What follows belongs to an exercise in optimizing a design on an open flow for small area; a production flow would make more cautious choices.
Only simulation tests tie the RTL to the original design; equivalence was not proved.
No activity file was given, so power comes from the tool's default toggle rates.

**flow/run.sh**
```bash
#!/bin/bash
# Own flow: the standard layout (standard.sh), except that ABC maps the
# combinational logic with an area-oriented script (area.abc) instead of
# ORFS's speed script. The synthesis is otherwise ORFS's synth.tcl as
# synth_recipe.tcl runs it, so registers, their names and cell types are the
# standard synthesis's.
set -euo pipefail
here=$(pwd)
mkdir -p "$here/mysynth"
# ORFS's synth.tcl with the ABC script swapped after synth_preamble.tcl
python3 - "$FLOW_HOME/scripts/synth.tcl" "$here/mysynth/synth_mod.tcl" "$here/flow/area.abc" <<'PY'
import sys
src, dst, abc = sys.argv[1:4]
s = open(src).read()
anchor = "source $::env(SCRIPTS_DIR)/synth_preamble.tcl\n"
assert s.count(anchor) == 1
s = s.replace(anchor, anchor + (
    "set abc_args [list -script {%s} {*}$lib_args {*}$lib_dont_use_args"
    " -constr $::env(OBJECTS_DIR)/abc.constr]\n" % abc), 1)
open(dst, "w").write(s)
PY
# synth_recipe.tcl, sourcing the patched synth.tcl
sed "s#source \$::env(SCRIPTS_DIR)/synth.tcl#source $here/mysynth/synth_mod.tcl#" \
    "$here/synth_recipe.tcl" > "$here/mysynth/synth_own.tcl"
grep -q "mysynth/synth_mod.tcl" "$here/mysynth/synth_own.tcl"
bash "$here/standard.sh" SYNTH_SCRIPT="$here/mysynth/synth_own.tcl" finish > "$here/flow_make.log" 2>&1
```
**flow/area.abc**
```
strash
dch -f
amap
topo
stime -c
```
**standard.sh**
```bash
#!/bin/bash
# synth_recipe.tcl (not shown) runs the flow's synth.tcl, then flattens the netlist and writes it again
# the make line also repeats each setting of config.mk as NAME=value (left out here)
make -C /OpenROAD-flow-scripts/flow DESIGN_CONFIG=/design/flow/config.mk WORK_HOME=/design/flow/orfs CLKGATE_MAP_FILE= SYNTH_SCRIPT=/design/flow/synth_recipe.tcl "${@:-finish}"
```
**config.mk**
```make
export PLATFORM = sky130hd
export DESIGN_NAME = Top
export DESIGN_NICKNAME = Top
export VERILOG_FILES = /design/flow/design.v
export SDC_FILE = /design/flow/constraint.sdc
export NUM_CORES = 4
export LEC_CHECK = 0
export CAP_MARGIN = 20
export CORE_MARGIN = 2
export CORE_UTILIZATION = 40
export SLEW_MARGIN = 20
```
**constraint.sdc**
```tcl
create_clock -name core_clock -period 12.0 [get_ports {clk}]
set_input_delay 2.4000 -clock core_clock [delete_from_list [all_inputs] [get_ports {clk}]]
set_output_delay 2.4000 -clock core_clock [all_outputs]
set_load 0.01 [all_outputs]
```
**design.v**
```verilog
module vga(
input clk,
input reset,
input [8:0] l_pos,
input [8:0] r_pos,
input [9:0] x_ball_n,
input [9:0] y_ball_pos,
output step,
output hsync,
output vsync,
output reg col
    );
    function [10:0] sub;
        input [9:0] a;
        input [9:0] b;
        reg c;
        integer i;
        begin
            c = 1'b1;
            for (i = 0; i < 10; i = i + 1)
                {c, sub[i]} = a[i] + b[i] + c;
            sub[10] = c;
        end
    endfunction
    reg [11:0] h;
    reg [9:0] v;
    reg ball_v;
    wire [10:0] h2 = h[11:1];
    wire p = h[0];
    wire hend = h == 12'd2079;
    wire vend = v == 10'd665;
    balltimer bt(.clk(clk), .reset(reset), .step(step));
    wire [9:0] b = p ? y_ball_pos : {1'b0, h2[9] ? r_pos : l_pos};
    wire [10:0] d = sub(v, ~b);                        
    wire on_pad = (h2 < 11'd76 || h2 >= 11'd836) && d[10] && d[9:0] < 10'd150;
    wire [10:0] dx = sub(h2[9:0], x_ball_n);           
    wire on_ball = dx[10] && dx[9:0] < 10'd10 && ball_v;
    wire [9:0] y = v - 10'd37;
    wire on_line = h2 == 11'd456 && y[3];
    wire visible = h2 >= 11'd56 && h2 < 11'd856 && v >= 10'd37 && v < 10'd637;
    assign hsync = h >= 12'd1713 && h <= 12'd1952;
    assign vsync = (v >= 10'd637 && v < 10'd643 && !(v == 10'd637 && h == 12'd0)) ||
                   (v == 10'd643 && h == 12'd0);
    always @(posedge clk) begin
        if (reset || hend)
            h <= 12'd0;
        else
            h <= h + 1'b1;
        if (reset || (hend && vend))
            v <= 10'd0;
        else if (hend)
            v <= v + 1'b1;
        ball_v <= d[10] && d[9:0] < 10'd10;
        if (reset)
            col <= 1'b0;
        else if (!p)
            col <= visible && (on_pad || on_line || on_ball);
    end
endmodule
module balltimer(
input clk,
input reset,
output step
    );
    reg [16:0] s;
    wire [16:0] q = s ^ 17'h0aaaa;     
    wire z = ~|q[15:0];
    wire fb = q[16] ^ q[13] ^ z;
    assign step = q[16] & z;
    always @(posedge clk)
        s <= reset ? 17'h0aaaa ^ 17'd1 : ({q[15:0], fb} ^ 17'h0aaaa);
endmodule
module pong(
input clk,
input reset,
input l_up,
input l_down,
input r_up,
input r_down,
input step,
output reg [9:0] x_ball_n,
output reg [9:0] y_ball_pos,
output [8:0] l_pos,
output [8:0] r_pos
    );
    wire l_up_f, l_down_f, r_up_f, r_down_f;
    stepc l_down_s(.clk(clk), .reset(reset), .en(l_down && ~l_up), .full(l_down_f));
    stepc l_up_s(.clk(clk), .reset(reset), .en(l_up && ~l_down), .full(l_up_f));
    stepc r_down_s(.clk(clk), .reset(reset), .en(r_down && ~r_up), .full(r_down_f));
    stepc r_up_s(.clk(clk), .reset(reset), .en(r_up && ~r_down), .full(r_up_f));
    paddle l_p(.clk(clk), .reset(reset), .dn(l_down_f), .up(l_up_f), .pos(l_pos));
    paddle r_p(.clk(clk), .reset(reset), .dn(r_down_f), .up(r_up_f), .pos(r_pos));
    function [10:0] sub;
        input [9:0] a;
        input [9:0] b;
        reg c;
        integer i;
        begin
            c = 1'b1;
            for (i = 0; i < 10; i = i + 1)
                {c, sub[i]} = a[i] + b[i] + c;
            sub[10] = c;
        end
    endfunction
    reg move_x, move_y;
    wire at_l = x_ball_n == ~10'd76;
    wire at_r = x_ball_n == ~10'd825;
    wire at_x = at_l || at_r;
    wire mx = move_x ^ at_x;
    wire my = move_y ^ (y_ball_pos == 10'd37 || y_ball_pos == 10'd626);
    wire [8:0] pad = at_r ? r_pos : l_pos;
    wire [10:0] e = sub(y_ball_pos, ~{1'b0, pad});
    wire hit = e[10] ? e[9:0] < 10'd160 : e[9:0] >= 10'd1014;
    wire miss = at_x && !hit;
    function [9:0] step1;
        input [9:0] a;
        input dn;
        reg t;
        integer i;
        begin
            t = 1'b1;
            for (i = 0; i < 10; i = i + 1) begin
                step1[i] = a[i] ^ t;
                t = t & (a[i] ^ dn);
            end
        end
    endfunction
    always @(posedge clk) begin
        if (reset) begin
            x_ball_n <= ~10'd451;
            y_ball_pos <= 10'd332;
            move_x <= 1'b0;
            move_y <= 1'b0;
        end else if (step) begin
            move_x <= mx;
            move_y <= my;
            if (miss) begin
                x_ball_n <= ~10'd451;
                y_ball_pos <= 10'd332;
            end else begin
                x_ball_n <= step1(x_ball_n, mx);
                y_ball_pos <= step1(y_ball_pos, !my);
            end
        end
    end
endmodule
module paddle(
input clk,
input reset,
input dn,
input up,
output reg [8:0] pos
    );
    wire inc = dn && pos != 9'd486;
    wire dec = !dn && up && pos != 9'd37;
    reg [8:0] nx;
    reg t;
    integer i;
    always @(*) begin
        t = inc | dec;
        for (i = 0; i < 9; i = i + 1) begin
            nx[i] = pos[i] ^ t;
            t = t & (pos[i] ^ dec);
        end
    end
    always @(posedge clk)
        if (reset) pos <= 9'd262;
        else pos <= nx;
endmodule
module stepc(
input clk,
input reset,
input en,
output full
    );
    reg [16:0] q;
    wire z = ~|q[15:0];
    wire fb = q[16] ^ q[13] ^ z;
    assign full = z & ~q[16];
    always @(posedge clk)
        if (reset) q <= 17'd1;
        else if (en) q <= {q[15:0], fb};
endmodule
module Top(
input clk,
input reset,
input l_down,
input l_up,
input r_down,
input r_up,
output hsync,
output vsync,
output red0,
output red1,
output red2,
output red3,
output grn0,
output grn1,
output grn2,
output grn3,
output blu0,
output blu1,
output blu2,
output blu3
    );
    wire col;
    assign red0=col;
    assign red1=col;
    assign red2=col;
    assign red3=col;
    assign grn0=col;
    assign grn1=col;
    assign grn2=col;
    assign grn3=col;
    assign blu0=col;
    assign blu1=col;
    assign blu2=col;
    assign blu3=col;
    wire [8:0] l_pos, r_pos;
    wire [9:0] x_ball_pos, y_ball_pos;
    wire step;
    vga vga_inst(
    .clk(clk),
    .reset(reset),
    .l_pos(l_pos),
    .r_pos(r_pos),
    .x_ball_n(x_ball_pos),
    .y_ball_pos(y_ball_pos),
    .step(step),
    .hsync(hsync),
    .vsync(vsync),
    .col(col)
    );
    pong pong_inst(
    .clk(clk),
    .reset(reset),
    .l_up(l_up),
    .l_down(l_down),
    .r_up(r_up),
    .r_down(r_down),
    .step(step),
    .x_ball_n(x_ball_pos),
    .y_ball_pos(y_ball_pos),
    .l_pos(l_pos),
    .r_pos(r_pos)
    );
endmodule
```
==> impl_metrics.tcl, run 1 <==
set metrics [dict create \
    xor_xnor_share_of_the_synthesized_area_pct 0 \
    syn-num-nets 903 \
    clkLatencyLatePin_ns 0.42 \
    layout.cell_area.non_filler_mm2 0.00820 \
    dp_hpwl_um 11700 \
    nFillCells 1762 \
    numPlacedInstances 1105 \
    via_count_of_the_first_global_routing_pass 5691 \
    post-cts-setup-buffer-count 0 \
    hold_start "vga_inst.bt.s[0]$_SDFF_PP1_" \
    synth_largest_area_cell "sky130_fd_sc_hd__dfxtp_1" \
    totalNegativeSetupSlack_ns 0 \
    crit_required_ns 12.35 \
    report.final.hold_viol_count 0 \
    layout_worst_path_cycle_share_pct 52.2 \
    synth-edff-count 0 \
    row_count 49 \
    p_leak_nw 2.79 \
    routed_via_density 5.58 \
    cellPowerDensity_mw_per_mm2 132 \
    clock_tree.htree_level_count 4 \
    post_cts.resized_instances 0 \
    insertedDiodeCount 0 \
    utilization_pct 45.9 \
    synthesized_area_fraction_occupied_by_ao_oa_aoi_and_oai_cells_pct 24.3 \
    drv_cap 0 \
    ys.warnings.count 5 \
    fp.dieH_um 138 \
    synth-simple-area-share_pct 18.3 \
    drc_errors_left 0 \
    synthTopCellsByCount "sky130_fd_sc_hd__dfxtp_1, sky130_fd_sc_hd__nor2_1, sky130_fd_sc_hd__clkinv_1, sky130_fd_sc_hd__a22oi_1, sky130_fd_sc_hd__nand2_1" \
    type_of_element_capturing_the_critical_path "flop" \
    cp_data_arrival_time_ns 6.61 \
    max-slew-margin-rel_pct 38.1 \
    finalSetupViolCount 0 \
    synth.top_cells.by_area "sky130_fd_sc_hd__dfxtp_1, sky130_fd_sc_hd__nor2_1, sky130_fd_sc_hd__fa_1, sky130_fd_sc_hd__a22oi_1, sky130_fd_sc_hd__clkinv_1" \
    floorplan.initialDensity_pct 40.4 \
    synthMostInstantiatedCell "sky130_fd_sc_hd__dfxtp_1" \
    netlist_area_mm2 0.00721 \
    irDropWorstVdd_mv 0.0942 \
    worst-setup-path-type "flop to flop" \
    yosysTopAreaCellShare_pct 41.3 \
    placement.io_buffers 19 \
    synth.avg_cell_area_um2 8.36 \
    run_status "timing/DRC/antenna clean" \
    worstReg2RegStart "vga_inst.h[0]$_SDFF_PP0_" \
    report.final.slew_viol_count 0 \
    place.gp.congestion 0.847 \
    number_of_antenna_violations_at_the_first_check_in_global_routing 0 \
    grt_overflow_total 0 \
    worst_setup_hold_path_clk_slew_ns 0.06 \
    boundary_pin_count 20 \
    clock_sinks 149 \
    first_pass_iters 5 \
    adder_and_majority_cell_fraction_of_the_synthesized_area_pct 8.60 \
    grt_pass1_wl_um 27800 \
    synth-async-reset-ratio_pct 0 \
    mux_share_of_post_synthesis_cell_area_pct 0 \
    post_synthesis_cell_count 863 \
    finish.cell_count_without_fillers 1136 \
    cp_max_fo 14 \
    cts_made_buffers 17 \
    placed_cell_area_mm2 0.00764 \
    routed-via-count 6339 \
    synth.lib_cells_used.distinct 41 \
    layout-drive-gt1-share_pct 3.97 \
    actual_slew_at_the_worst_max_slew_pin_ns 0.923 \
    clk_path_buf_depth 2 \
    timing.clock.skew_ns 0.00854 \
    design.core.area_mm2 0.0178 \
    synth_top_family_by_area "compound AO/OA/AOI/OAI gates" \
    holdBufCountCts 0 \
    synthFlopType "sky130_fd_sc_hd__dfxtp_1" \
    critPathLaunchType "flop" \
    worst_setup_path_startpoint "vga_inst.h[0]$_SDFF_PP0_" \
    tritoncts "done" \
    post-route-min-period_ns 6.26 \
    yosys_register_bits 149 \
    max_freq_mhz 160 \
    drtAntennaViolNets 0 \
    hp-class "flop to flop" \
    register_area_share_after_synthesis_pct 41.3 \
    chipWidth_um 138 \
    grt_max_degree 63 \
    rsz0062_at_grt "false" \
    drt-wirelength-per-cell_um 14.6 \
    layout-area-overhead-vs-synth_pct 13.6 \
    drt_wl_total_um 16600 \
    layout.nets 936 \
    cts_root_buffer "sky130_fd_sc_hd__clkbuf_16" \
    dr.first_iter.drc_count 434 \
    grt_util_all_layers_pct 17.6 \
    dieArea_mm2 0.0191 \
]
[placed cells by master, fill, tap and decap left out, types with 2 or more instances in the layout]
cell,n
sky130_fd_sc_hd__nand2b_1,2
sky130_fd_sc_hd__a311oi_1,2
sky130_fd_sc_hd__a211oi_1,16
sky130_fd_sc_hd__a41oi_1,2
sky130_fd_sc_hd__or4_1,19
sky130_fd_sc_hd__a221oi_1,14
sky130_fd_sc_hd__a21oi_1,46
sky130_fd_sc_hd__clkdlybuf4s50_1,18
sky130_fd_sc_hd__nor3_1,18
sky130_fd_sc_hd__clkinv_2,2
sky130_fd_sc_hd__clkbuf_1,2
sky130_fd_sc_hd__clkbuf_16,17
sky130_fd_sc_hd__or2_0,2
sky130_fd_sc_hd__o311ai_0,3
sky130_fd_sc_hd__clkinv_1,121
sky130_fd_sc_hd__o211ai_1,2
sky130_fd_sc_hd__o22ai_1,25
sky130_fd_sc_hd__nor2_1,142
sky130_fd_sc_hd__a22oi_1,69
sky130_fd_sc_hd__dfxtp_1,149
sky130_fd_sc_hd__inv_6,4
sky130_fd_sc_hd__o311a_1,3
sky130_fd_sc_hd__nand4_1,19
sky130_fd_sc_hd__clkinv_4,2
sky130_fd_sc_hd__a31oi_1,3
sky130_fd_sc_hd__fa_1,26
sky130_fd_sc_hd__ha_1,8
sky130_fd_sc_hd__o21ai_0,48
sky130_fd_sc_hd__nand3_1,10
sky130_fd_sc_hd__nand2_1,49
sky130_fd_sc_hd__o31ai_1,4
sky130_fd_sc_hd__nor4_1,14
sky130_fd_sc_hd__buf_4,6
sky130_fd_sc_hd__o41ai_1,3
sky130_fd_sc_hd__or4b_1,3
sky130_fd_sc_hd__and3_1,3
sky130_fd_sc_hd__o221ai_1,16
[registers in the layout, indices dropped and copies added, names as in the netlist]
register / count
vga_inst.ball_v: 1
pong_inst.x_ball_n: 10
pong_inst.move_x: 1
vga_inst.bt.s: 17
pong_inst.l_down_s.q: 17
pong_inst.y_ball_pos: 10
vga_inst.h: 12
pong_inst.r_p.pos: 9
vga_inst.v: 10
pong_inst.l_up_s.q: 17
pong_inst.move_y: 1
pong_inst.l_p.pos: 9
pong_inst.r_down_s.q: 17
vga_inst.col: 1
pong_inst.r_up_s.q: 17
[critical path, stage by stage, from the launching register on]
cell and delay (ns):
sky130_fd_sc_hd__dfxtp_1 0.59, sky130_fd_sc_hd__clkinv_1 0.42, sky130_fd_sc_hd__o221ai_1 0.35, sky130_fd_sc_hd__fa_1 0.22, sky130_fd_sc_hd__clkinv_1 0.08, sky130_fd_sc_hd__fa_1 0.41, sky130_fd_sc_hd__fa_1 0.39, sky130_fd_sc_hd__clkinv_1 0.07
sky130_fd_sc_hd__fa_1 0.16, sky130_fd_sc_hd__clkinv_1 0.08, sky130_fd_sc_hd__fa_1 0.41, sky130_fd_sc_hd__fa_1 0.44, sky130_fd_sc_hd__fa_1 0.41, sky130_fd_sc_hd__clkinv_1 0.08, sky130_fd_sc_hd__fa_1 0.16, sky130_fd_sc_hd__clkinv_1 0.08
sky130_fd_sc_hd__fa_1 0.45, sky130_fd_sc_hd__nand2b_1 0.09, sky130_fd_sc_hd__nand2b_1 0.13, sky130_fd_sc_hd__nor3_1 0.05, sky130_fd_sc_hd__o21ai_0 0.14, sky130_fd_sc_hd__a31oi_1 0.09, sky130_fd_sc_hd__or4_1 0.41, sky130_fd_sc_hd__o311a_1 0.14
sky130_fd_sc_hd__nor3_1 0.15, sky130_fd_sc_hd__a22oi_1 0.09, sky130_fd_sc_hd__nor2_1 0.10
[routing by layer]
metal  share of wire (%)  vias to the layer above  GRT usage (%)
met5                   0                        -              0
met4                 1.9                        0           6.18
met3                 4.2                       27           3.84
met2                  45                      144           27.6
met1                  49                     2950           24.0
li1                    -                     3218              -
[power breakdown]
group,internal (mW),switching [mW],total (mW)
Combinational,0.0235,0.0449,0.0684
Sequential,0.504,0.00815,0.512
Clock,0.291,0.210,0.501
Total,0.818,0.263,1.08
[cell families after synthesis]
group | after synthesis
fa+ha+maj | 34
flops | 149
compound gates | 261
buf+inv | 132
simple gates | 287
[layout make-up]
type                    count  area [µm²]  area share, %
well taps                 229         287           3.50
multi-input cells         582        3700           45.1
repair buffers             25         230           2.81
flip-flops and latches    149        2980           36.4
clock inverters            10         100           1.22
inverters                 121         454           5.54
clock buffers              20         447           5.45
[worst paths after layout]
check / to / cells past startpoint / slack (ns)
worst min-delay path: vga_inst.bt.s[1]$_SDFF_PP1_ / 1 / 0.38
worst max-delay path: vga_inst.col$_SDFFE_PP0N_ / 26 / 5.74
worst min register to register: vga_inst.bt.s[1]$_SDFF_PP1_ / 1 / 0.38
worst max register to register: vga_inst.col$_SDFFE_PP0N_ / 26 / 5.74
[metrics by stage]
| stage | hold slack [ns] | setup slack (ns) | power, mW |
|---|---|---|---|
| 2_1_floorplan | 0.353 | 5.15 | 0.568 |
| 3_3_place_gp | 0.361 | 5.89 | 0.590 |
| 3_5_place_dp | 0.363 | 5.75 | 0.590 |
| 4_1_cts | 0.380 | 5.71 | 1.09 |
| 5_1_grt | 0.390 | 5.25 | 1.13 |
| 6_report | 0.376 | 5.74 | 1.08 |
==> inputs of run 2 (changes only) <==
--- a/config.mk
+++ b/config.mk
@@ -8,4 +8,6 @@
 export CAP_MARGIN = 20
 export CORE_MARGIN = 2
-export CORE_UTILIZATION = 40
+export CORE_UTILIZATION = 60
+export CTS_BUF_LIST = sky130_fd_sc_hd__clkbuf_8
+export CTS_CLUSTER_SIZE = 50
 export SLEW_MARGIN = 20
==> run 2 against run 1 <==
  * Sequential share of layout area grew 0.92 points
  * Die area shrank 32%
  * Sequential power barely moved
  * Final area is 2.5% lower
  * Hold slack improved by 0.014 ns
  * Sequential cell count unchanged
  * Largest power group unchanged
  * Combinational power about the same
  * Routed wire length fell by 1.8%
  * Global-route usage increased by 8.8 points
  * Critical path depth unchanged
  * Power is 7.0% lower
  * Final cell count is 7.1% lower
==> impl_metrics.tcl, run 2 <==
set metrics [dict create \
    critPathLaunchType "flop" \
    layout-drive-gt1-share_pct 4.19 \
    layout_worst_path_cycle_share_pct 53.0 \
    placed_cell_area_mm2 0.00754 \
    worst-setup-path-type "flop to flop" \
    mux_share_of_post_synthesis_cell_area_pct 0 \
    crit-reg2reg-capture "vga_inst.col$_SDFFE_PP0N_" \
    cp_data_arrival_time_ns 6.74 \
    rsz0062_at_grt "false" \
    synthTopCellsByCount "sky130_fd_sc_hd__dfxtp_1, sky130_fd_sc_hd__nor2_1, sky130_fd_sc_hd__clkinv_1, sky130_fd_sc_hd__a22oi_1, sky130_fd_sc_hd__nand2_1" \
    synth-simple-area-share_pct 18.3 \
    hp-class "flop to flop" \
    totalNegativeSetupSlack_ns 0 \
    row_count 40 \
    mostFrequentLayoutCell "sky130_fd_sc_hd__dfxtp_1" \
    holdBufCountCts 0 \
    max-slew-margin-rel_pct 51.8 \
    routed-via-count 6535 \
    floorplan.initialDensity_pct 60.8 \
    report.final.slew_viol_count 0 \
    xor_xnor_share_of_the_synthesized_area_pct 0 \
    post_cts.resized_instances 0 \
    syn-num-nets 903 \
    grt_util_all_layers_pct 26.4 \
    hold_depth 1 \
    post-cts-setup-buffer-count 0 \
    synth_top_family_by_area "compound AO/OA/AOI/OAI gates" \
    worst_setup_hold_path_clk_slew_ns 0.08 \
    dieArea_mm2 0.0129 \
    post-route-min-period_ns 6.35 \
    irDropWorstVdd_mv 0.127 \
    p_leak_nw 2.75 \
    grt_overflow_total 0 \
    routed_via_density 6.19 \
    synthMostInstantiatedCell "sky130_fd_sc_hd__dfxtp_1" \
    fp.dieH_um 114 \
    cp_max_fo 14 \
    grt_pass1_wl_um 27600 \
    timing.clock.skew_ns 0.0113 \
    synth.top_cells.by_area "sky130_fd_sc_hd__dfxtp_1, sky130_fd_sc_hd__nor2_1, sky130_fd_sc_hd__fa_1, sky130_fd_sc_hd__a22oi_1, sky130_fd_sc_hd__clkinv_1" \
    netlist_area_mm2 0.00721 \
    adder_and_majority_cell_fraction_of_the_synthesized_area_pct 8.60 \
    clock_tree.htree_level_count 4 \
    clkLatencyLatePin_ns 0.45 \
    yosysTopAreaCellShare_pct 41.3 \
    synth.lib_cells_used.distinct 41 \
    number_of_antenna_violations_at_the_first_check_in_global_routing 0 \
    chipWidth_um 114 \
    drc_errors_left 0 \
    via_count_of_the_first_global_routing_pass 6111 \
    design.core.area_mm2 0.0119 \
    register_area_share_after_synthesis_pct 41.3 \
    synth_largest_area_cell "sky130_fd_sc_hd__dfxtp_1" \
    layout.nets 936 \
    synthesized_area_fraction_occupied_by_ao_oa_aoi_and_oai_cells_pct 24.3 \
    tritoncts "done" \
    synthFlopType "sky130_fd_sc_hd__dfxtp_1" \
    dr.first_iter.drc_count 626 \
    post_synthesis_cell_count 863 \
    place.gp.congestion 0.966 \
    drtAntennaViolNets 0 \
    grt_max_degree 64 \
    clk_path_buf_depth 2 \
    hold_start "vga_inst.bt.s[6]$_SDFF_PP0_" \
    nFillCells 1009 \
    boundary_pin_count 20 \
    worstReg2RegStart "vga_inst.h[0]$_SDFF_PP0_" \
    actual_slew_at_the_worst_max_slew_pin_ns 0.716 \
    mostFrequentLayoutCells "sky130_fd_sc_hd__dfxtp_1, sky130_fd_sc_hd__nor2_1, sky130_fd_sc_hd__clkinv_1, sky130_fd_sc_hd__a22oi_1, sky130_fd_sc_hd__nand2_1" \
    layout-area-overhead-vs-synth_pct 10.8 \
    finalSetupViolCount 0 \
    ff2ff_path_depth 26 \
    insertedDiodeCount 0 \
    run_status "timing/DRC/antenna clean" \
    cts_made_buffers 17 \
    first_pass_iters 5 \
    setup_ws_ns 5.65 \
    synth-async-reset-ratio_pct 0 \
    dp_hpwl_um 11800 \
    synth.avg_cell_area_um2 8.36 \
    drt-wirelength-per-cell_um 15.5 \
    type_of_element_capturing_the_critical_path "flop" \
    ys.warnings.count 5 \
    cts_root_buffer "sky130_fd_sc_hd__clkbuf_8" \
    yosys_register_bits 149 \
    report.final.hold_viol_count 0 \
    synth-edff-count 0 \
    rrSetupSlack_ns 5.65 \
    drt_wl_total_um 16300 \
    clock_sinks 149 \
    cellPowerDensity_mw_per_mm2 126 \
    max_freq_mhz 157 \
    dp_slack_ns 5.68 \
    crit_required_ns 12.38 \
    layout.cell_area.non_filler_mm2 0.00800 \
    placement.io_buffers 19 \
    drv_cap 0 \
    hold_end "vga_inst.bt.s[7]$_SDFF_PP1_" \
]
run 2: critical path: stages, from the launching register on:
cell and delay, ns:
sky130_fd_sc_hd__dfxtp_1 0.61, sky130_fd_sc_hd__clkinv_1 0.44, sky130_fd_sc_hd__o221ai_1 0.37, sky130_fd_sc_hd__fa_1 0.22, sky130_fd_sc_hd__clkinv_1 0.09, sky130_fd_sc_hd__fa_1 0.42, sky130_fd_sc_hd__fa_1 0.40, sky130_fd_sc_hd__clkinv_1 0.07
sky130_fd_sc_hd__fa_1 0.16, sky130_fd_sc_hd__clkinv_1 0.08, sky130_fd_sc_hd__fa_1 0.42, sky130_fd_sc_hd__fa_1 0.43, sky130_fd_sc_hd__fa_1 0.40, sky130_fd_sc_hd__clkinv_1 0.07, sky130_fd_sc_hd__fa_1 0.17, sky130_fd_sc_hd__clkinv_1 0.08
sky130_fd_sc_hd__fa_1 0.46, sky130_fd_sc_hd__nand2b_1 0.09, sky130_fd_sc_hd__nand2b_1 0.13, sky130_fd_sc_hd__nor3_1 0.06, sky130_fd_sc_hd__o21ai_0 0.15, sky130_fd_sc_hd__a31oi_1 0.10, sky130_fd_sc_hd__or4_1 0.42, sky130_fd_sc_hd__o311a_1 0.14
sky130_fd_sc_hd__nor3_1 0.14, sky130_fd_sc_hd__a22oi_1 0.09, sky130_fd_sc_hd__nor2_1 0.10
run 2: worst max path at each step:
stage,from,cells after the start,endpoint
floorplan,pong_inst.x_ball_n[2]$_SDFFE_PP1P_,24,pong_inst.y_ball_pos[9]$_SDFFE_PP0P_
global placement,vga_inst.h[0]$_SDFF_PP0_,26,vga_inst.col$_SDFFE_PP0N_
detailed placement,vga_inst.h[0]$_SDFF_PP0_,26,vga_inst.col$_SDFFE_PP0N_
CTS,vga_inst.h[0]$_SDFF_PP0_,26,vga_inst.col$_SDFFE_PP0N_
global route,vga_inst.h[0]$_SDFF_PP0_,26,vga_inst.col$_SDFFE_PP0N_
finish,vga_inst.h[0]$_SDFF_PP0_,26,vga_inst.col$_SDFFE_PP0N_
run 2: logic make-up (layout without fill, tap and decap cells):
kind of cell,Yosys count,in the layout
AO/OA/AOI/OAI,261,261
adder cells (fa/ha/maj),34,34
buffers and inverters,132,177
flip-flops,149,149
AND/OR/NAND/NOR,287,287
run 2: final cells by class:
class / count / area, µm² / share of cell area (%)
inverter: 121 / 454 / 5.68
clock buffer: 19 / 262 / 3.27
timing repair buffer: 25 / 230 / 2.88
tap: 147 / 184 / 2.30
sequential: 149 / 2980 / 37.3
clock inverter: 12 / 179 / 2.24
multi-input combinational: 582 / 3700 / 46.3
run 2: power by group:
group | internal, mW | switching [mW]
clock | 0.237 | 0.189
sequential | 0.503 | 0.00815
combinational | 0.0235 | 0.0450
run 2: metal layers:
metal	routed length, µm	vias to the layer above	part of all wire (%)	GRT usage, %
li1	-	3230	-	-
met1	7070	3068	43	31.9
met2	8120	212	50	45.6
met3	791	25	4.9	6.32
met4	320	0	2.0	10.5
met5	0	-	0	0
run 2: per-stage QoR:
| stage | power [mW] | hold slack, ns | util (%) | instances |
|---|---|---|---|---|
| 3_5_place_dp | 0.590 | 0.369 | 63.6 | 1023 |
| 4_1_cts | 1.01 | 0.393 | 67.3 | 1054 |
| 6_report | 1.01 | 0.390 | 67.4 | 1055 |
| 2_1_floorplan | 0.568 | 0.353 | - | 863 |
| 5_1_grt | 1.05 | 0.402 | 67.4 | 1055 |
| 3_3_place_gp | 0.586 | 0.366 | 63.6 | 1023 |
==> inputs of run 3 (changes only) <==
--- a/config.mk
+++ b/config.mk
@@ -10,4 +10,5 @@
 export CORE_UTILIZATION = 60
 export CTS_BUF_LIST = sky130_fd_sc_hd__clkbuf_8
-export CTS_CLUSTER_SIZE = 50
+export CTS_CLUSTER_DIAMETER = 200
+export CTS_CLUSTER_SIZE = 40
 export SLEW_MARGIN = 20
==> run 3 against run 2 <==
  * Sequential share of layout area is the same
  * Critical endpoint unchanged
  * Routed wire length unchanged
  * Via count unchanged
  * Hold slack did not move
  * Sequential power hardly changed
  * Maximum frequency is the same
  * Synthesized cell count unchanged
  * First-iteration DRC count unchanged
==> impl_metrics.tcl, run 3 <==
set metrics [dict create \
    chipWidth_um 114 \
    grt_pass1_wl_um 27600 \
    synth_largest_area_cell "sky130_fd_sc_hd__dfxtp_1" \
    yosys_register_bits 149 \
    mostFrequentLayoutCells "sky130_fd_sc_hd__dfxtp_1, sky130_fd_sc_hd__nor2_1, sky130_fd_sc_hd__clkinv_1, sky130_fd_sc_hd__a22oi_1, sky130_fd_sc_hd__nand2_1" \
    insertedDiodeCount 0 \
    cellInternalPower_uw 764 \
    net_switching_component_of_the_power_uw 242 \
    worst-setup-path-type "flop to flop" \
    drtAntennaViolNets 0 \
    post_synthesis_cell_count 863 \
    worst_setup_path_startpoint "vga_inst.h[0]$_SDFF_PP0_" \
    tritoncts "done" \
    ys.warnings.count 5 \
    nFillCells 1009 \
    floorplan.initialDensity_pct 60.8 \
    register_area_share_after_synthesis_pct 41.3 \
    via_count_of_the_first_global_routing_pass 6111 \
    clock_sinks 149 \
    drc_errors_left 0 \
    layout_worst_path_cycle_share_pct 53.0 \
    routed.top_layer "met4" \
    layout-area-overhead-vs-synth_pct 10.8 \
    drv_cap 0 \
    cts_made_buffers 17 \
    whs_ns 0.390 \
    hp-class "flop to flop" \
    synth.avg_cell_area_um2 8.36 \
    dr.first_iter.drc_count 626 \
    placement.io_buffers 19 \
    synth.lib_cells_used.distinct 41 \
    totalNegativeSetupSlack_ns 0 \
    grt_max_degree 64 \
    first_pass_iters 5 \
    actual_slew_at_the_worst_max_slew_pin_ns 0.716 \
    crit_path_end "vga_inst.col$_SDFFE_PP0N_" \
    worstReg2RegStart "vga_inst.h[0]$_SDFF_PP0_" \
    clkLatencyLatePin_ns 0.45 \
    number_of_antenna_violations_at_the_first_check_in_global_routing 0 \
    cts_root_buffer "sky130_fd_sc_hd__clkbuf_8" \
    critical-path-slowest-cell "sky130_fd_sc_hd__dfxtp_1" \
    design.core.area_mm2 0.0119 \
    drt-wirelength-per-cell_um 15.5 \
    post-route-min-period_ns 6.35 \
    tot_pwr_mw 1.01 \
    routed_via_density 6.19 \
    grt_util_all_layers_pct 26.4 \
    row_count 40 \
    mostFrequentLayoutCell "sky130_fd_sc_hd__dfxtp_1" \
    utilization_pct 67.4 \
    p_leak_nw 2.75 \
    grt_overflow_total 0 \
    p_sw_share_pct 24.1 \
    routed-via-count 6535 \
    synthFlopType "sky130_fd_sc_hd__dfxtp_1" \
    cpPeakStageDelay_ns 0.61 \
    rsz0062_at_grt "false" \
    dp_hpwl_um 11800 \
    place.gp.congestion 0.966 \
    synth-edff-count 0 \
    ff2ff_path_depth 26 \
    type_of_element_capturing_the_critical_path "flop" \
    crit_top_cell "sky130_fd_sc_hd__fa_1" \
    crit-reg2reg-capture "vga_inst.col$_SDFFE_PP0N_" \
    worst_setup_hold_path_clk_slew_ns 0.08 \
    share_clk_of_total_power_pct 42.4 \
    p_seq_share_pct 50.8 \
    met3WireLength_um 791 \
    syn-num-nets 903 \
    drt_wl_total_um 16300 \
    report.final.hold_viol_count 0 \
    boundary_pin_count 20 \
    seq_area_mm2 0.00298 \
    yosysTopAreaCellShare_pct 41.3 \
    layout.nets 936 \
    fp.dieH_um 114 \
    hold_start "vga_inst.bt.s[6]$_SDFF_PP0_" \
    finalSetupViolCount 0 \
    post_cts.resized_instances 0 \
    run_status "timing/DRC/antenna clean" \
    max_freq_mhz 157 \
    critPathLaunchType "flop" \
    crit_required_ns 12.38 \
    length_of_routed_wiring_on_met1_um 7070 \
    cp_max_fo 14 \
    synthTopCellsByCount "sky130_fd_sc_hd__dfxtp_1, sky130_fd_sc_hd__nor2_1, sky130_fd_sc_hd__clkinv_1, sky130_fd_sc_hd__a22oi_1, sky130_fd_sc_hd__nand2_1" \
    clk_path_buf_depth 2 \
    post-cts-setup-buffer-count 0 \
    dieArea_mm2 0.0129 \
    timing.clock.skew_ns 0.0113 \
    synth.top_cells.by_area "sky130_fd_sc_hd__dfxtp_1, sky130_fd_sc_hd__nor2_1, sky130_fd_sc_hd__fa_1, sky130_fd_sc_hd__a22oi_1, sky130_fd_sc_hd__clkinv_1" \
    cellPowerDensity_mw_per_mm2 126 \
    cp_data_arrival_time_ns 6.74 \
    report.final.slew_viol_count 0 \
    synthMostInstantiatedCell "sky130_fd_sc_hd__dfxtp_1" \
    max-slew-margin-rel_pct 51.8 \
    clock_tree.htree_level_count 4 \
    holdBufCountCts 0 \
    power_frac_comb_pct 6.8 \
    met2RoutedLength_um 8120 \
    layout-drive-gt1-share_pct 4.19 \
    irDropWorstVdd_mv 0.127 \
    synth-async-reset-ratio_pct 0 \
    multiInputGateArea_mm2 0.00370 \
    netlist_area_mm2 0.00721 \
    rrSetupSlack_ns 5.65 \
]
[run 3: cell counts after synthesis]
No cell type changed its count.
[run 3: critical path: cells and delay by family, from the launching register on]
| family | cells | cell delay (ns) |
|---|---|---|
| adder cells (fa/ha/maj) | 9 | 3.08 |
| AND/OR/NAND/NOR | 6 | 0.94 |
| AO/OA/AOI/OAI | 5 | 0.85 |
| buffers and inverters | 6 | 0.83 |
| flip-flops | 1 | 0.61 |
[run 3: through the flow]
stage	area, µm²	setup slack (ns)	instances
after CTS	7990	5.66	1054
after global routing	8000	5.20	1055
final	8000	5.65	1055
after floorplan	7210	5.15	863
after global placement	7540	5.96	1023
after detailed placement	7540	5.68	1023
[run 3: layer usage]
metal | up-vias | GRT usage, %
met1 | 3068 | 31.9
met4 | 0 | 10.5
met3 | 25 | 6.32
li1 | 3230 | -
met2 | 212 | 45.6
met5 | - | 0
[run 3: power by group through the flow]
| stage | Combinational (mW) | Sequential (mW) | Clock (mW) |
|---|---|---|---|
| floorplan | 0.0475 | 0.520 | 0 |
| global placement | 0.0643 | 0.522 | 0 |
| detailed placement | 0.0677 | 0.522 | 0 |
| CTS | 0.0680 | 0.511 | 0.435 |
| global route | 0.0773 | 0.513 | 0.457 |
| finish | 0.0685 | 0.511 | 0.426 |
[run 3: area by class of cell]
cell class / count / share of cell area [%]
clock buffer: 19 / 3.27
clock inverter: 12 / 2.24
inverter: 121 / 5.68
multi-input combinational: 582 / 46.3
sequential: 149 / 37.3
tap: 147 / 2.30
timing repair buffer: 25 / 2.88
[run 3: cell families after synthesis]
| kind of cell | share of synthesized area, % |
|---|---|
| AOI/OAI and AO/OA | 24.3 |
| adders and majority gates | 8.60 |
| buffers and inverters | 7.44 |
| DFF | 41.3 |
| and+or+nand+nor | 18.3 |
[run 3: worst min-delay path by stage]
stage,end,slack (ns),cells after the start
after floorplan,vga_inst.bt.s[1]$_SDFF_PP1_,0.35,1
after global placement,vga_inst.bt.s[9]$_SDFF_PP1_,0.37,1
after detailed placement,vga_inst.bt.s[1]$_SDFF_PP1_,0.37,1
after CTS,vga_inst.bt.s[3]$_SDFF_PP1_,0.39,1
after global routing,vga_inst.bt.s[7]$_SDFF_PP1_,0.40,1
final,vga_inst.bt.s[7]$_SDFF_PP1_,0.39,1
==> inputs of run 4 (changes only) <==
--- a/config.mk
+++ b/config.mk
@@ -9,6 +9,6 @@
 export CORE_MARGIN = 2
 export CORE_UTILIZATION = 60
-export CTS_BUF_LIST = sky130_fd_sc_hd__clkbuf_8
-export CTS_CLUSTER_DIAMETER = 200
-export CTS_CLUSTER_SIZE = 40
+export CTS_BUF_LIST = sky130_fd_sc_hd__clkbuf_16
+export CTS_CLUSTER_DIAMETER = 300
+export CTS_CLUSTER_SIZE = 80
 export SLEW_MARGIN = 20
==> run 4 against run 3 <==
  * Sequential power barely moved
  * Register-to-register slack got worse by 0.02 ns
  * Count of clock-buffer cells in the layout fell by 2
  * Setup slack got worse by 0.016 ns
  * Via count rose by 2.2%
  * Final cell count did not move
  * Clock power rose by 29%
  * Maximum frequency fell by 0.25%
  * Non-clock buffer count did not move
  * Die area did not move
==> impl_metrics.tcl, run 4 <==
set metrics [dict create \
    synth-edff-count 0 \
    post-cts-setup-buffer-count 0 \
    mux_share_of_post_synthesis_cell_area_pct 0 \
    report.final.slew_viol_count 0 \
    type_of_element_capturing_the_critical_path "flop" \
    cellPowerDensity_mw_per_mm2 139 \
    register_area_share_after_synthesis_pct 41.3 \
    ff2ff_path_depth 26 \
    drt-wirelength-per-cell_um 15.9 \
    place.gp.congestion 0.966 \
    yosysTopAreaCellShare_pct 41.3 \
    layout-area-overhead-vs-synth_pct 13.2 \
    routed-via-count 6676 \
    dieArea_mm2 0.0129 \
    synthFlopType "sky130_fd_sc_hd__dfxtp_1" \
    clock_tree.htree_level_count 4 \
    boundary_pin_count 20 \
    crit_top_cell "sky130_fd_sc_hd__fa_1" \
    clk_path_buf_depth 2 \
    max_freq_mhz 157 \
    grt_overflow_total 0 \
    mostFrequentLayoutCells "sky130_fd_sc_hd__dfxtp_1, sky130_fd_sc_hd__nor2_1, sky130_fd_sc_hd__clkinv_1, sky130_fd_sc_hd__a22oi_1, sky130_fd_sc_hd__nand2_1" \
    drt_wl_total_um 16800 \
    grt_util_all_layers_pct 27.0 \
    via_count_of_the_first_global_routing_pass 6196 \
    synth_largest_area_cell "sky130_fd_sc_hd__dfxtp_1" \
    tot_pwr_mw 1.13 \
    actual_slew_at_the_worst_max_slew_pin_ns 0.739 \
    insertedDiodeCount 0 \
    row_count 40 \
    tritoncts "done" \
    report.final.hold_viol_count 0 \
    worst-setup-path-type "flop to flop" \
    worst_setup_path_startpoint "vga_inst.h[0]$_SDFF_PP0_" \
    cp_max_fo 14 \
    drc_errors_left 0 \
    rsz0062_at_grt "false" \
    hold_start "vga_inst.bt.s[2]$_SDFF_PP0_" \
    worst_setup_hold_path_clk_slew_ns 0.06 \
    setup_ws_ns 5.63 \
    drtAntennaViolNets 0 \
    mostFrequentLayoutCell "sky130_fd_sc_hd__dfxtp_1" \
    seq_area_mm2 0.00298 \
    max-slew-margin-rel_pct 50.2 \
    layout-drive-gt1-share_pct 3.96 \
    post_synthesis_cell_count 863 \
    run_status "timing/DRC/antenna clean" \
    layout_worst_path_cycle_share_pct 53.1 \
    number_of_antenna_violations_at_the_first_check_in_global_routing 0 \
    holdBufCountCts 0 \
    design.core.area_mm2 0.0119 \
    timing.clock.skew_ns 0.00594 \
    adder_and_majority_cell_fraction_of_the_synthesized_area_pct 8.60 \
    cp_data_arrival_time_ns 6.73 \
    synth.top_cells.by_area "sky130_fd_sc_hd__dfxtp_1, sky130_fd_sc_hd__nor2_1, sky130_fd_sc_hd__fa_1, sky130_fd_sc_hd__a22oi_1, sky130_fd_sc_hd__clkinv_1" \
    grt_max_degree 64 \
    critPathLaunchType "flop" \
    critical-path-slowest-cell "sky130_fd_sc_hd__dfxtp_1" \
    hold_depth 1 \
    p_leak_nw 2.82 \
    routed_via_density 6.33 \
    rrSetupSlack_ns 5.63 \
    clock_sinks 149 \
    netlist_area_mm2 0.00721 \
    dp_hpwl_um 11800 \
    layout.nets 936 \
    crit_required_ns 12.36 \
    hold_end "vga_inst.bt.s[3]$_SDFF_PP1_" \
    nFillCells 984 \
    fp.dieH_um 114 \
    post_cts.resized_instances 0 \
    whs_ns 0.384 \
    dr.first_iter.drc_count 645 \
    crit-reg2reg-capture "vga_inst.col$_SDFFE_PP0N_" \
    synth.lib_cells_used.distinct 41 \
    xor_xnor_share_of_the_synthesized_area_pct 0 \
    layout.cell_area.non_filler_mm2 0.00817 \
    synth-simple-area-share_pct 18.3 \
    placement.io_buffers 19 \
    grt_pass1_wl_um 28200 \
    drv_cap 0 \
    dp_slack_ns 5.68 \
    cpPeakStageDelay_ns 0.60 \
    worstReg2RegStart "vga_inst.h[0]$_SDFF_PP0_" \
    hp-class "flop to flop" \
    multiInputGateArea_mm2 0.00370 \
    synth-async-reset-ratio_pct 0 \
    synth_top_family_by_area "compound AO/OA/AOI/OAI gates" \
    placed_cell_area_mm2 0.00754 \
    clkLatencyLatePin_ns 0.42 \
    synthesized_area_fraction_occupied_by_ao_oa_aoi_and_oai_cells_pct 24.3 \
    synthMostInstantiatedCell "sky130_fd_sc_hd__dfxtp_1" \
    synthTopCellsByCount "sky130_fd_sc_hd__dfxtp_1, sky130_fd_sc_hd__nor2_1, sky130_fd_sc_hd__clkinv_1, sky130_fd_sc_hd__a22oi_1, sky130_fd_sc_hd__nand2_1" \
    irDropWorstVdd_mv 0.137 \
    post-route-min-period_ns 6.37 \
    floorplan.initialDensity_pct 60.8 \
    first_pass_iters 6 \
    cts_made_buffers 17 \
    finalSetupViolCount 0 \
    ys.warnings.count 5 \
    yosys_register_bits 149 \
    synth.avg_cell_area_um2 8.36 \
    totalNegativeSetupSlack_ns 0 \
    chipWidth_um 114 \
    cts_root_buffer "sky130_fd_sc_hd__clkbuf_16" \
    syn-num-nets 903 \
]
run 4: cells by family after synthesis:
| kind of cell | Yosys count |
|---|---|
| compound gates | 261 |
| fa+ha+maj | 34 |
| buf+inv | 132 |
| flops | 149 |
| simple gates | 287 |
run 4: power breakdown:
part           total, mW  leakage [nW]  switching [mW]  internal (mW)
sequential         0.512          1.21         0.00818          0.504
clock              0.550         0.301           0.204          0.346
combinational     0.0695          1.31          0.0458         0.0237
total               1.13          2.82           0.258          0.873
run 4: cell type report:
class | instances | area share, %
Clock buffer | 17 | 5.21
Inverter | 121 | 5.56
Tap cell | 147 | 2.25
Sequential cell | 149 | 36.5
Multi-Input combinational cell | 582 | 45.4
Clock inverter | 14 | 2.28
Timing Repair Buffer | 25 | 2.82
run 4: worst max-delay path by stage:
| stage | to | cells after the start |
|---|---|---|
| 3_3_place_gp | vga_inst.col$_SDFFE_PP0N_ | 26 |
| 2_1_floorplan | pong_inst.y_ball_pos[9]$_SDFFE_PP0P_ | 24 |
| 3_5_place_dp | vga_inst.col$_SDFFE_PP0N_ | 26 |
| 5_1_grt | vga_inst.col$_SDFFE_PP0N_ | 26 |
| 6_report | vga_inst.col$_SDFFE_PP0N_ | 26 |
| 4_1_cts | vga_inst.col$_SDFFE_PP0N_ | 26 |
run 4: layer usage:
metal	share of wire [%]	up-vias	global-route usage, %
li1	-	3238	-
met5	0	-	0
met4	2.7	0	11.5
met2	49	240	46.4
met3	5.2	46	6.16
met1	43	3152	32.7
run 4: stage by stage:
stage | util [%] | std cells
after floorplan | - | 863
after global placement | 63.6 | 1023
after detailed placement | 63.6 | 1023
after CTS | 68.8 | 1054
after global routing | 68.9 | 1055
final | 68.9 | 1055
run 4: critical path, delay by kind of cell (launching register included):
kind,cells,cell delay (ns)
adder cells (fa/ha/maj),9,3.10
AND/OR/NAND/NOR,6,0.94
buffers and inverters,6,0.83
AO/OA/AOI/OAI,5,0.83
flip-flops,1,0.60
==> inputs of run 5 (changes only) <==
--- a/flow/run.sh
+++ b/flow/run.sh
@@ -24,3 +24,7 @@
     "$here/synth_recipe.tcl" > "$here/mysynth/synth_own.tcl"
 grep -q "mysynth/synth_mod.tcl" "$here/mysynth/synth_own.tcl"
-bash "$here/standard.sh" SYNTH_SCRIPT="$here/mysynth/synth_own.tcl" finish > "$here/flow_make.log" 2>&1
+# CTS without dummy balancing loads; port buffers of the smallest buffer
+bash "$here/standard.sh" SYNTH_SCRIPT="$here/mysynth/synth_own.tcl" \
+    "CTS_ARGS=-sink_clustering_enable -repair_clock_nets -buf_list sky130_fd_sc_hd__clkbuf_8 -dont_use_dummy_load" \
+    "BUFFER_PORTS_ARGS=-buffer_cell sky130_fd_sc_hd__buf_1" \
+    finish > "$here/flow_make.log" 2>&1
--- a/config.mk
+++ b/config.mk
@@ -9,6 +9,5 @@
 export CORE_MARGIN = 2
 export CORE_UTILIZATION = 60
-export CTS_BUF_LIST = sky130_fd_sc_hd__clkbuf_16
-export CTS_CLUSTER_DIAMETER = 300
-export CTS_CLUSTER_SIZE = 80
+export CTS_BUF_LIST = sky130_fd_sc_hd__clkbuf_8
+export CTS_CLUSTER_SIZE = 50
 export SLEW_MARGIN = 20
==> run 5 against run 4 <==
  * Still clean on timing, DRC and antenna
  * Core utilization decreased by 4.2 points
  * Register-to-register slack got worse by 0.30 ns
  * Routed wire length decreased by 1.9%
  * Combinational power decreased by 3.3%
  * Clock power decreased by 49%
  * Hold slack improved by 0.0040 ns
  * Synthesized area unchanged
  * Sequential power about the same
  * Sequential share of layout area increased by 2.4 points
==> impl_metrics.tcl, run 5 <==
set metrics [dict create \
    hold_depth 1 \
    crit-reg2reg-capture "pong_inst.y_ball_pos[9]$_SDFFE_PP0P_" \
    numPlacedInstances 1024 \
    clock_sinks 149 \
    yosys_register_bits 149 \
    post-route-min-period_ns 6.67 \
    adder_and_majority_cell_fraction_of_the_synthesized_area_pct 8.60 \
    place.gp.congestion 0.973 \
    post_synthesis_cell_count 863 \
    drv_cap 0 \
    layout.nets 936 \
    post-cts-setup-buffer-count 0 \
    clock_tree.htree_level_count 4 \
    grt_overflow_total 0 \
    type_of_element_capturing_the_critical_path "flop" \
    report.final.hold_viol_count 0 \
    hold_start "vga_inst.bt.s[14]$_SDFF_PP0_" \
    critical-path-slowest-cell "sky130_fd_sc_hd__o31ai_1" \
    tot_pwr_uw 861 \
    layout-drive-gt1-share_pct 2.80 \
    synth-async-reset-ratio_pct 0 \
    synth.top_cells.by_area "sky130_fd_sc_hd__dfxtp_1, sky130_fd_sc_hd__nor2_1, sky130_fd_sc_hd__fa_1, sky130_fd_sc_hd__a22oi_1, sky130_fd_sc_hd__clkinv_1" \
    cts_made_buffers 17 \
    rsz0062_at_grt "false" \
    drt_wl_total_um 16500 \
    dr.first_iter.drc_count 576 \
    actual_slew_at_the_worst_max_slew_pin_ns 1.01 \
    layout-area-overhead-vs-synth_pct 6.31 \
    xor_xnor_share_of_the_synthesized_area_pct 0 \
    cp_data_arrival_time_ns 6.98 \
    insertedDiodeCount 0 \
    hp-class "flop to flop" \
    clk_path_buf_depth 2 \
    synthFlopType "sky130_fd_sc_hd__dfxtp_1" \
    mostFrequentLayoutCell "sky130_fd_sc_hd__dfxtp_1" \
    design.core.area_mm2 0.0119 \
    cellPowerDensity_mw_per_mm2 112 \
    grt_pass1_wl_um 28200 \
    timing.clock.skew_ns 0.0215 \
    crit_required_ns 12.31 \
    dp_hpwl_um 11800 \
    p_leak_nw 2.60 \
    synth-simple-area-share_pct 18.3 \
    rrSetupSlack_ns 5.33 \
    layout_worst_path_cycle_share_pct 55.6 \
    row_count 40 \
    placement.io_buffers 19 \
    synthTopCellsByCount "sky130_fd_sc_hd__dfxtp_1, sky130_fd_sc_hd__nor2_1, sky130_fd_sc_hd__clkinv_1, sky130_fd_sc_hd__a22oi_1, sky130_fd_sc_hd__nand2_1" \
    register_area_share_after_synthesis_pct 41.3 \
    drtAntennaViolNets 0 \
    holdBufCountCts 0 \
    synth-edff-count 0 \
    worst-setup-path-type "flop to flop" \
    dieArea_mm2 0.0129 \
    floorplan.initialDensity_pct 60.8 \
    ys.warnings.count 5 \
    worst_setup_hold_path_clk_slew_ns 0.06 \
    worstReg2RegStart "pong_inst.x_ball_n[2]$_SDFFE_PP1P_" \
    dp_slack_ns 5.40 \
    number_of_antenna_violations_at_the_first_check_in_global_routing 0 \
    syn-num-nets 903 \
    clkLatencyLatePin_ns 0.45 \
    fp.dieH_um 114 \
    ff2ff_path_depth 26 \
    first_pass_iters 5 \
    irDropWorstVdd_mv 0.120 \
    netlist_area_mm2 0.00721 \
    cts_root_buffer "sky130_fd_sc_hd__clkbuf_8" \
    mux_share_of_post_synthesis_cell_area_pct 0 \
    grt_util_all_layers_pct 26.8 \
    yosysTopAreaCellShare_pct 41.3 \
    routed_via_density 6.26 \
    grt_max_degree 60 \
    synth.lib_cells_used.distinct 41 \
    max_freq_mhz 150 \
    finish.cell_count_without_fillers 1041 \
    chipWidth_um 114 \
    boundary_pin_count 20 \
    drt-wirelength-per-cell_um 15.8 \
    synth_largest_area_cell "sky130_fd_sc_hd__dfxtp_1" \
    synth_top_family_by_area "compound AO/OA/AOI/OAI gates" \
    mostFrequentLayoutCells "sky130_fd_sc_hd__dfxtp_1, sky130_fd_sc_hd__nor2_1, sky130_fd_sc_hd__clkinv_1, sky130_fd_sc_hd__a22oi_1, sky130_fd_sc_hd__nand2_1" \
    setup_ws_ns 5.33 \
    max-slew-margin-rel_pct 32.4 \
    run_status "timing/DRC/antenna clean" \
    cp.buffers_inverters 10 \
    tritoncts "done" \
    via_count_of_the_first_global_routing_pass 6063 \
    routed-via-count 6521 \
    post_cts.resized_instances 0 \
    totalNegativeSetupSlack_ns 0 \
    synthMostInstantiatedCell "sky130_fd_sc_hd__dfxtp_1" \
    synthesized_area_fraction_occupied_by_ao_oa_aoi_and_oai_cells_pct 24.3 \
    critPathLaunchType "flop" \
    finalSetupViolCount 0 \
    cp_max_fo 10 \
    drc_errors_left 0 \
    cpPeakStageDelay_ns 0.67 \
    report.final.slew_viol_count 0 \
    synth.avg_cell_area_um2 8.36 \
    hold_end "vga_inst.bt.s[15]$_SDFF_PP1_" \
    crit_family "adder cells" \
]
[run 5: cell types whose count changed in the layout (fill, tap and decap cells not counted), moves of 2 or more]
cell                              before  now
sky130_fd_sc_hd__buf_1                 0   18
sky130_fd_sc_hd__bufinv_16             4    0
sky130_fd_sc_hd__clkbuf_16            17    0
sky130_fd_sc_hd__clkbuf_8              0   17
sky130_fd_sc_hd__clkdlybuf4s50_1      18    0
sky130_fd_sc_hd__clkinv_1            123  121
sky130_fd_sc_hd__clkinv_4              3    0
sky130_fd_sc_hd__inv_1                 2    0
sky130_fd_sc_hd__inv_6                 2    0
[run 5: worst max-delay path by stage]
stage	slack [ns]	start	depth (start not counted)	endpoint
floorplan	5.15	pong_inst.x_ball_n[2]$_SDFFE_PP1P_	24	pong_inst.y_ball_pos[9]$_SDFFE_PP0P_
global placement	5.69	pong_inst.x_ball_n[6]$_SDFFE_PP0P_	26	pong_inst.y_ball_pos[9]$_SDFFE_PP0P_
detailed placement	5.40	pong_inst.x_ball_n[6]$_SDFFE_PP0P_	26	pong_inst.y_ball_pos[9]$_SDFFE_PP0P_
CTS	5.41	pong_inst.x_ball_n[6]$_SDFFE_PP0P_	26	pong_inst.y_ball_pos[9]$_SDFFE_PP0P_
global route	4.80	pong_inst.x_ball_n[6]$_SDFFE_PP0P_	29	pong_inst.y_ball_pos[9]$_SDFFE_PP0P_
finish	5.33	pong_inst.x_ball_n[2]$_SDFFE_PP1P_	26	pong_inst.y_ball_pos[9]$_SDFFE_PP0P_
[run 5: kinds of logic (layout without fill, tap and decap cells)]
logic type,Yosys count,count (layout)
AO/OA/AOI/OAI,261,261
adder cells (fa/ha/maj),34,34
AND/OR/NAND/NOR,287,287
flip-flops,149,149
buffers and inverters,132,163
[run 5: stage by stage]
stage                     area [µm²]  utilization (%)  hold slack, ns
after floorplan                 7210                -           0.353
after CTS                       7670             64.6           0.391
after global placement          7430             62.7           0.365
after detailed placement        7430             62.7           0.372
after global routing            7670             64.7           0.410
final                           7670             64.7           0.388
[run 5: per-layer routing]
| metal | GRT usage, % | vias up | wire length [µm] |
|---|---|---|---|
| met4 | 9.59 | 0 | 406 |
| li1 | - | 3199 | - |
| met5 | 0 | - | 0 |
| met1 | 33.6 | 3090 | 7170 |
| met2 | 45.5 | 193 | 8080 |
| met3 | 6.27 | 39 | 789 |
[run 5: power breakdown]
part,total (mW),internal (mW),switching (mW)
combinational,0.0672,0.0224,0.0448
sequential,0.512,0.503,0.00845
clock,0.282,0.125,0.157
total,0.861,0.651,0.210
[run 5: final cells by class]
class	instances	area, µm²
Timing Repair Buffer	25	118
Tap cell	147	184
Sequential cell	149	2980
Fill cell	1035	4190
Multi-Input combinational cell	582	3700
Clock buffer	17	234
Inverter	121	454
[run 5: worst register-to-register path, stage by stage (launching register included)]
cell	delay (ns)
sky130_fd_sc_hd__dfxtp_1	0.41
sky130_fd_sc_hd__clkinv_1	0.18
sky130_fd_sc_hd__nor4_1	0.42
sky130_fd_sc_hd__buf_4	0.24
sky130_fd_sc_hd__clkinv_1	0.21
sky130_fd_sc_hd__o22ai_1	0.26
sky130_fd_sc_hd__fa_1	0.27
sky130_fd_sc_hd__fa_1	0.20
sky130_fd_sc_hd__clkinv_1	0.09
sky130_fd_sc_hd__fa_1	0.42
sky130_fd_sc_hd__clkinv_1	0.07
sky130_fd_sc_hd__fa_1	0.17
sky130_fd_sc_hd__clkinv_1	0.09
sky130_fd_sc_hd__fa_1	0.45
sky130_fd_sc_hd__fa_1	0.46
sky130_fd_sc_hd__fa_1	0.43
sky130_fd_sc_hd__clkinv_1	0.07
sky130_fd_sc_hd__fa_1	0.17
sky130_fd_sc_hd__clkinv_1	0.07
sky130_fd_sc_hd__ha_1	0.29
sky130_fd_sc_hd__nand3b_1	0.10
sky130_fd_sc_hd__o31ai_1	0.10
sky130_fd_sc_hd__o31ai_1	0.67
sky130_fd_sc_hd__buf_4	0.29
sky130_fd_sc_hd__clkinv_1	0.22
sky130_fd_sc_hd__o21ai_0	0.15
sky130_fd_sc_hd__a21oi_1	0.06
==> inputs of run 6 (changes only) <==
==> flow/area.abc (replaced) <==
strash
&get -n
&deepsyn -T 60
&put
dch -f
amap
topo
stime -c
--- a/config.mk
+++ b/config.mk
@@ -9,5 +9,3 @@
 export CORE_MARGIN = 2
 export CORE_UTILIZATION = 60
-export CTS_BUF_LIST = sky130_fd_sc_hd__clkbuf_8
-export CTS_CLUSTER_SIZE = 50
 export SLEW_MARGIN = 20
==> run 6 against run 5 <==
  * Final area decreased by 3.1%
  * First-iteration DRC count down 24%
  * Largest cell class unchanged
  * Count of clock-buffer cells in the layout unchanged
  * Setup slack worse by 0.70 ns
  * Critical path type unchanged
  * Hold slack worse by 0.0067 ns
  * Global-route usage is 1.2 points lower
  * Synthesized area decreased by 3.0%
==> impl_metrics.tcl, run 6 <==
set metrics [dict create \
    insertedDiodeCount 0 \
    synth-async-reset-ratio_pct 0 \
    synth.avg_cell_area_um2 8.26 \
    post-route-min-period_ns 7.37 \
    finish.cell_count_without_fillers 1019 \
    grt_overflow_total 0 \
    drt-wirelength-per-cell_um 15.0 \
    critPathLaunchType "flop" \
    finalSetupViolCount 0 \
    grt_util_all_layers_pct 25.6 \
    clock_sinks 149 \
    first_pass_iters 6 \
    drv_cap 0 \
    rsz0062_at_grt "false" \
    cp_data_arrival_time_ns 7.70 \
    register_area_share_after_synthesis_pct 42.6 \
    design.core.area_mm2 0.0114 \
    cp.buffers_inverters 9 \
    crit_family "adder cells" \
    cellPowerDensity_mw_per_mm2 116 \
    length_of_routed_wiring_on_met1_um 6890 \
    layout-drive-gt1-share_pct 2.51 \
    via_count_of_the_first_global_routing_pass 5939 \
    layout.nets 918 \
    report.final.hold_viol_count 0 \
    fp.dieH_um 112 \
    crit-reg2reg-capture "pong_inst.x_ball_n[2]$_SDFFE_PP1P_" \
    dr.first_iter.drc_count 439 \
    synth.top_cells.by_area "sky130_fd_sc_hd__dfxtp_1, sky130_fd_sc_hd__clkinv_1, sky130_fd_sc_hd__fa_1, sky130_fd_sc_hd__o22ai_1, sky130_fd_sc_hd__nor2_1" \
    max-slew-margin-rel_pct 43.2 \
    netlist_area_mm2 0.00700 \
    p_leak_nw 2.45 \
    drc_errors_left 0 \
    routed_via_density 6.02 \
    routed.top_layer "met4" \
    floorplan.initialDensity_pct 61.3 \
    report.final.slew_viol_count 0 \
    number_of_antenna_violations_at_the_first_check_in_global_routing 0 \
    worst_setup_path_startpoint "pong_inst.x_ball_n[1]$_SDFFE_PP0P_" \
    cp_max_fo 11 \
    layout-area-overhead-vs-synth_pct 6.24 \
    worstReg2RegStart "pong_inst.x_ball_n[1]$_SDFFE_PP0P_" \
    critical-path-slowest-cell "sky130_fd_sc_hd__nor3_2" \
    worst_setup_hold_path_clk_slew_ns 0.07 \
    setup_ws_ns 4.63 \
    place.gp.congestion 0.932 \
    dp_slack_ns 4.23 \
    drtAntennaViolNets 0 \
    synthFlopType "sky130_fd_sc_hd__dfxtp_1" \
    crit_cells 29 \
    dp_hpwl_um 11500 \
    totalNegativeSetupSlack_ns 0 \
    clk_path_buf_depth 2 \
    ys.warnings.count 5 \
    boundary_pin_count 20 \
    syn-num-nets 887 \
    grt_max_degree 38 \
    yosys_register_bits 149 \
    synth_largest_area_cell "sky130_fd_sc_hd__dfxtp_1" \
    cts_made_buffers 17 \
    worst-setup-path-type "flop to flop" \
    synth-edff-count 0 \
    grt_pass1_wl_um 26100 \
    cpPeakStageDelay_ns 0.54 \
    placement.io_buffers 19 \
    hp-class "flop to flop" \
    irDropWorstVdd_mv 0.100 \
    numPlacedInstances 1002 \
    dieArea_mm2 0.0125 \
    timing.clock.skew_ns 0.0320 \
    post_synthesis_cell_count 847 \
    mostFrequentLayoutCell "sky130_fd_sc_hd__clkinv_1" \
    chipWidth_um 112 \
    holdBufCountCts 0 \
    actual_slew_at_the_worst_max_slew_pin_ns 0.841 \
    met2RoutedLength_um 7310 \
    post_cts.resized_instances 0 \
    synth.lib_cells_used.distinct 43 \
    met3WireLength_um 650 \
    run_status "timing/DRC/antenna clean" \
    synthTopCellsByCount "sky130_fd_sc_hd__clkinv_1, sky130_fd_sc_hd__dfxtp_1, sky130_fd_sc_hd__nor2_1, sky130_fd_sc_hd__o22ai_1, sky130_fd_sc_hd__nand2_1" \
    crit_path_end "pong_inst.x_ball_n[2]$_SDFFE_PP1P_" \
    rrSetupSlack_ns 4.63 \
    tritoncts "done" \
    routed-via-count 6138 \
    cts_root_buffer "sky130_fd_sc_hd__clkbuf_8" \
    yosysTopAreaCellShare_pct 42.6 \
    mostFrequentLayoutCells "sky130_fd_sc_hd__clkinv_1, sky130_fd_sc_hd__dfxtp_1, sky130_fd_sc_hd__nor2_1, sky130_fd_sc_hd__o22ai_1, sky130_fd_sc_hd__nand2_1" \
    crit_required_ns 12.34 \
    nFillCells 1012 \
    crit_top_cell "sky130_fd_sc_hd__clkinv_1" \
    ff2ff_path_depth 29 \
    post-cts-setup-buffer-count 0 \
    synthMostInstantiatedCell "sky130_fd_sc_hd__clkinv_1" \
    clock_tree.htree_level_count 4 \
    drt_wl_total_um 15300 \
    type_of_element_capturing_the_critical_path "flop" \
    max_freq_mhz 136 \
    clkLatencyLatePin_ns 0.46 \
    row_count 39 \
    layout_worst_path_cycle_share_pct 61.4 \
]
## run 6: cell count changes in the layout (fill, tap and decap cells not counted), moves of 8 or more
cell,change
sky130_fd_sc_hd__nor3_1,+17
sky130_fd_sc_hd__o22ai_1,+55
sky130_fd_sc_hd__nor2_1,-38
sky130_fd_sc_hd__a221oi_1,-8
sky130_fd_sc_hd__a21oi_1,-18
sky130_fd_sc_hd__or4_1,-17
sky130_fd_sc_hd__a22oi_1,-61
sky130_fd_sc_hd__clkinv_1,+51
## run 6: stage by stage
step	instance area (µm²)	utilization [%]	power, mW	hold slack (ns)
final	7430	65.1	0.863	0.381
after global routing	7430	65.1	0.896	0.405
after CTS	7430	65.1	0.870	0.384
after detailed placement	7190	63.0	0.594	0.367
after global placement	7190	63.0	0.590	0.363
after floorplan	7000	-	0.574	0.352
## run 6: worst min path at each step
stage	to	depth (start not counted)	start	slack, ns
2_1_floorplan	vga_inst.bt.s[5]$_SDFF_PP1_	1	vga_inst.bt.s[4]$_SDFF_PP0_	0.35
6_report	vga_inst.bt.s[7]$_SDFF_PP1_	1	vga_inst.bt.s[6]$_SDFF_PP0_	0.38
5_1_grt	vga_inst.bt.s[15]$_SDFF_PP1_	1	vga_inst.bt.s[14]$_SDFF_PP0_	0.41
3_3_place_gp	vga_inst.bt.s[5]$_SDFF_PP1_	1	vga_inst.bt.s[4]$_SDFF_PP0_	0.36
3_5_place_dp	vga_inst.bt.s[7]$_SDFF_PP1_	1	vga_inst.bt.s[6]$_SDFF_PP0_	0.37
4_1_cts	vga_inst.bt.s[7]$_SDFF_PP1_	1	vga_inst.bt.s[6]$_SDFF_PP0_	0.38
## run 6: cells by family (layout without fill, tap and decap cells)
logic type | count (synthesis) | after routing | share of synthesized area [%]
DFF | 149 | 149 | 42.6
adders and majority gates | 34 | 34 | 8.87
and+or+nand+nor | 254 | 254 | 16.8
AOI/OAI and AO/OA | 227 | 227 | 21.3
buffers and inverters | 183 | 212 | 10.4
## run 6: final cells by class
class | instances | area (µm²) | share of cell area [%]
clock buffers | 17 | 234 | 3.15
inverters | 172 | 646 | 8.69
multi-input cells | 515 | 3290 | 44.3
flip-flops and latches | 149 | 2980 | 40.1
well taps | 143 | 179 | 2.41
repair buffers | 23 | 101 | 1.36
## run 6: report_power, final
group	internal, mW	switching [mW]	total, mW
registers	0.503	0.00876	0.512
clock network	0.124	0.155	0.280
logic	0.0249	0.0468	0.0716
total	0.652	0.211	0.863
## run 6: per-layer routing
metal  up-vias  GRT usage [%]
met4         0           11.9
met2       186           42.9
met1      2863           31.9
met3        39           5.44
met5         -              0
li1       3050              -
## run 6: worst reg2reg max path, delay by kind of cell, from the launching register on
kind	cells	cell delay [ns]
buf+inv	9	1.44
simple gates	7	1.92
compound gates	4	0.76
fa+ha+maj	9	2.72
flops	1	0.43

what the ideal ports hide:
No port has a modelled driver above. Below, the same layouts with a new extraction and two added sets of constraints.
Step 1 assumes that a clkbuf_16 drives the clock port and a buf_2 every other input.
Step 2 also shifts input and output timing later by t, the mid clock arrival at the registers, as if the neighbouring blocks saw the same clock.
Three values: ideal ports, drivers, drivers and shift; two values: the first two.
| run | t, ns | setup slack, ns | worst setup path after step 2 | latest minus earliest clock arrival (ns) | worst data-port slew with drivers (ns) |
|---|---|---|---|---|---|
| run 1 | 0.459 | 5.739 / 5.739 / 5.739 | register to register | 0.010 / 0.010 | 0.03 |
| run 2 | 0.483 | 5.646 / 5.646 / 5.646 | register to register | 0.012 / 0.012 | 0.03 |
| run 3 | 0.483 | 5.646 / 5.646 / 5.646 | register to register | 0.012 / 0.012 | 0.03 |
| run 4 | 0.464 | 5.630 / 5.630 / 5.630 | register to register | 0.007 / 0.007 | 0.03 |
| run 5 | 0.471 | 5.330 / 5.330 / 5.330 | register to register | 0.028 / 0.028 | 0.03 |
| run 6 | 0.477 | 4.633 / 4.633 / 4.633 | register to register | 0.032 / 0.033 | 0.03 |
After both steps setup and hold are still met in every run listed.
